This design comes from an exercise in tuning for small area and a short achievable clock period on the open sky130 flow, not from production work. Function was checked by simulation only, so behaviour that the tests miss may differ from the original. No activity file was given, so power comes from the tool's default toggle rates.

onyx:
==> flow/design.v <==
module datapath(datapath_in, vsel, writenum, write, readnum, clk, loada, loadb, shift, asel, bsel, ALUop, loadc, loads, datapath_out, Z_out);
  input write, clk, loada, loadb, vsel, asel, bsel, loadc, loads;
  input [1:0] shift, ALUop;
  input [2:0] writenum, readnum;
  input [15:0] datapath_in;
  output [15:0] datapath_out;
  output Z_out;
  reg [15:0] R0, R1, R2, R3, R4, R5, R6, R7;
  reg [15:0] A, B, C;
  reg S;
  wire [15:0] wdata = vsel ? datapath_in : C;
  always @(posedge clk) begin
    if (write && writenum == 3'd0) R0 <= wdata;
    if (write && writenum == 3'd1) R1 <= wdata;
    if (write && writenum == 3'd2) R2 <= wdata;
    if (write && writenum == 3'd3) R3 <= wdata;
    if (write && writenum == 3'd4) R4 <= wdata;
    if (write && writenum == 3'd5) R5 <= wdata;
    if (write && writenum == 3'd6) R6 <= wdata;
    if (write && writenum == 3'd7) R7 <= wdata;
  end
  wire [7:0] rsel = 8'b1 << readnum;
  wire [15:0] rdata;
  genvar i;
  generate
    for (i = 0; i < 16; i = i + 1) begin : rd
      read_bit u(.r({R7[i], R6[i], R5[i], R4[i], R3[i], R2[i], R1[i], R0[i]}), .s(rsel), .q(rdata[i]));
    end
  endgenerate
  always @(posedge clk) begin
    if (loada) A <= rdata;
    if (loadb) B <= rdata;
  end
  wire sel_b = ~bsel & ~shift[1] & ~shift[0];    
  wire sel_l = ~bsel & ~shift[1] & shift[0];     
  wire sel_r = ~bsel & shift[1];                 
  wire sel_s = ~bsel & shift[1] & shift[0];      
  wire sub = ALUop[0];
  wire [15:0] bx;
  operand_bit3 ob0(.s0(sel_b), .d0(B[0]), .s1(sel_r), .d1(B[1]), .s2(bsel), .d2(datapath_in[0]), .inv(sub), .bx(bx[0]));
  generate
    for (i = 1; i < 5; i = i + 1) begin : ob_imm
      operand_bit4 u(.s0(sel_b), .d0(B[i]), .s1(sel_l), .d1(B[i-1]), .s2(sel_r), .d2(B[i+1]),
                     .s3(bsel), .d3(datapath_in[i]), .inv(sub), .bx(bx[i]));
    end
    for (i = 5; i < 15; i = i + 1) begin : ob
      operand_bit3 u(.s0(sel_b), .d0(B[i]), .s1(sel_l), .d1(B[i-1]), .s2(sel_r), .d2(B[i+1]), .inv(sub), .bx(bx[i]));
    end
  endgenerate
  operand_bit3 ob15(.s0(sel_b), .d0(B[15]), .s1(sel_l), .d1(B[14]), .s2(sel_s), .d2(B[15]), .inv(sub), .bx(bx[15]));
  wire [15:0] ain = A & {16{~asel}};
  wire [15:0] p, g, y;
  generate
    for (i = 0; i < 16; i = i + 1) begin : pg
      xor_bit ux(.a(ain[i]), .b(bx[i]), .y(p[i]));
      and_or_bit ua(.a(ain[i]), .b(bx[i]), .g(g[i]), .y(y[i]));
    end
  endgenerate
  wire [15:0] carry;
  prefix16 u_pfx(.p(p), .g(g), .cin(sub), .c(carry));
  wire arith = ~ALUop[1];
  wire pick_not = ALUop[1] & ALUop[0];
  wire pick_and = ALUop[1] & ~ALUop[0];
  wire [15:0] alu_out;
  generate
    for (i = 0; i < 16; i = i + 1) begin : res
      result_bit u(.p(p[i]), .c(carry[i]), .arith(arith), .pick_not(pick_not), .bx(bx[i]),
                   .pick_and(pick_and), .g(g[i]), .out(alu_out[i]));
    end
  endgenerate
  wire Z;
  zero_flag u_z(.op(ALUop), .p(p), .y(y), .g(g), .bx(bx), .z(Z));
  always @(posedge clk) begin
    if (loadc) C <= alu_out;
    if (loads) S <= Z;
  end
  assign datapath_out = C;
  assign Z_out = S;
endmodule
module read_bit(r, s, q);
  input [7:0] r, s;
  output q;
  assign q = |(r & s);
endmodule
module operand_bit3(s0, d0, s1, d1, s2, d2, inv, bx);
  input s0, d0, s1, d1, s2, d2, inv;
  output bx;
  assign bx = ((s0 & d0) | (s1 & d1) | (s2 & d2)) ^ inv;
endmodule
module operand_bit4(s0, d0, s1, d1, s2, d2, s3, d3, inv, bx);
  input s0, d0, s1, d1, s2, d2, s3, d3, inv;
  output bx;
  assign bx = ((s0 & d0) | (s1 & d1) | (s2 & d2) | (s3 & d3)) ^ inv;
endmodule
module xor_bit(a, b, y);
  input a, b;
  output y;
  assign y = a ^ b;
endmodule
module and_or_bit(a, b, g, y);
  input a, b;
  output g, y;
  assign g = a & b;
  assign y = a | b;
endmodule
module prefix16(p, g, cin, c);
  input [15:0] p, g;
  input cin;
  output [15:0] c;
  wire [15:0] g0 = {g[15:1], g[0] | (p[0] & cin)};
  wire [15:0] g1, p1, g2, p2, g3, p3, g4;
  genvar i;
  generate
    for (i = 0; i < 16; i = i + 1) begin : lvl
      if (i % 2 == 1) begin : l1
        assign g1[i] = g0[i] | (p[i] & g0[i-1]);
        assign p1[i] = p[i] & p[i-1];
      end else begin : l1n
        assign g1[i] = g0[i];
        assign p1[i] = p[i];
      end
      if (i % 4 >= 2) begin : l2
        assign g2[i] = g1[i] | (p1[i] & g1[(i/4)*4+1]);
        assign p2[i] = p1[i] & p1[(i/4)*4+1];
      end else begin : l2n
        assign g2[i] = g1[i];
        assign p2[i] = p1[i];
      end
      if (i % 8 >= 4) begin : l3
        assign g3[i] = g2[i] | (p2[i] & g2[(i/8)*8+3]);
        assign p3[i] = p2[i] & p2[(i/8)*8+3];
      end else begin : l3n
        assign g3[i] = g2[i];
        assign p3[i] = p2[i];
      end
      if (i >= 8) begin : l4
        assign g4[i] = g3[i] | (p3[i] & g3[7]);
      end else begin : l4n
        assign g4[i] = g3[i];
      end
    end
  endgenerate
  assign c = {g4[14:0], cin};
endmodule
module result_bit(p, c, arith, pick_not, bx, pick_and, g, out);
  input p, c, arith, pick_not, bx, pick_and, g;
  output out;
  assign out = (arith & (p ^ c)) | (pick_not & bx) | (pick_and & g);
endmodule
module zero_flag(op, p, y, g, bx, z);
  input [1:0] op;
  input [15:0] p, y, g, bx;
  output z;
  wire z_arith = &(p ~^ {y[14:0], op[0]});
  wire z_and = ~|g;
  wire z_not = ~|bx;
  assign z = op[1] ? (op[0] ? z_not : z_and) : z_arith;
endmodule
clock: 5.0 ns
lec_check: 0
cap_margin: 20
core_margin: 2
core_utilization: 65
setup_slack_margin: 2.0
slew_margin: 20
synth_hierarchical: 1
synth_minimum_keep_size: 0
run.sh (not shown) runs the stock make flow with config.mk's settings and CLKGATE_MAP_FILE= SYNTH_SCRIPT=/design/flow/synth_recipe.tcl, a recipe that flattens the netlist after the stock synthesis.
### onyx -> indigo
- SETUP_SLACK_MARGIN: 2.0 -> 2.6
==> flow/flow/run.sh (new file) <==
#!/bin/bash
# Layout flow: the standard flow (standard.sh, unchanged synthesis) with
# smaller port buffers and no dummy clock loads. Each tool's full output
# stays in orfs/logs/; make's own output goes to flow_make.log here.
set -euo pipefail
bash standard.sh \
  "BUFFER_PORTS_ARGS=-buffer_cell sky130_fd_sc_hd__buf_2" \
  "CTS_ARGS=-sink_clustering_enable -repair_clock_nets -dont_use_dummy_load" \
  finish > flow_make.log 2>&1
==> flow/standard.sh (new file) <==
#!/bin/bash
# synth_recipe.tcl (not shown) runs the flow's synth.tcl, then flattens the netlist and writes it again
# the make line also repeats each setting of config.mk as NAME=value (left out here)
make -C /OpenROAD-flow-scripts/flow DESIGN_CONFIG=/design/flow/config.mk WORK_HOME=/design/flow/orfs CLKGATE_MAP_FILE= SYNTH_SCRIPT=/design/flow/synth_recipe.tcl "${@:-finish}"
removed: flow/run.sh
[summary]
- The worst slack at placement number comes out higher for indigo vs onyx.
- Overall power after layout | indigo below onyx
- Comparing indigo and onyx, the lower worst hold slack is on onyx.
- Per the comparison of indigo with onyx, final critical delay including setup and external delays down 180 ps, iteration-0 DRC count of the detailed router up about 0.5%.
## Diff of input files: maple against indigo
==> flow/run.sh (new file) <==
#!/bin/bash
# synth_recipe.tcl (not shown) runs the flow's synth.tcl, then flattens the netlist and writes it again
# the make line also repeats each setting of config.mk as NAME=value (left out here)
make -C /OpenROAD-flow-scripts/flow DESIGN_CONFIG=/design/flow/config.mk WORK_HOME=/design/flow/orfs CLKGATE_MAP_FILE= SYNTH_SCRIPT=/design/flow/synth_recipe.tcl finish
removed: flow/flow/run.sh
removed: flow/standard.sh
Findings:
- maple falls short of indigo in design area.
- maple gives less setup slack than indigo did.
- Relative to indigo, the final cell count of maple is higher by 15.
- Per the comparison of maple with indigo, global-route usage now larger; detailed-router iteration count before antenna repair now smaller; fraction of power consumed by combinational cells now smaller.
- Higher share of total power in sequential cells was reported by indigo, not maple.
- Summary of the comparison: critical path buffer and inverter count is higher in maple, relative to indigo.
- Row detail-routed net length per standard cell: maple higher / indigo lower

-- static timing again, ports no longer ideal --
No port has a modelled driver above. Below, the same layouts with a new extraction and two added sets of constraints.
Step 1, drivers: a clkbuf_16 drives clk and a buf_2 each remaining input, both assumed.
Step 2 moves the port delays by t, midway between the first and last clock arrival at a register: inputs arrive t later, outputs are due t later. That takes back most of the time a late clock gives input paths.
Three values: ideal, step 1, step 2; two values: the first two.
run | t, ns | setup WS [ns] | slew at the worst register clock pin (ns)
onyx | 0.468 | 1.559 / 1.533 / 1.065 | 0.07 / 0.07
indigo | 0.457 | 1.741 / 1.735 / 1.278 | 0.06 / 0.06
maple | 0.468 | 1.610 / 1.603 / 1.135 | 0.08 / 0.08
After both steps every run listed still meets setup and hold. The setup slack of onyx, which loses most, moves by -0.026 ns with the drivers and by -0.494 ns with both steps.
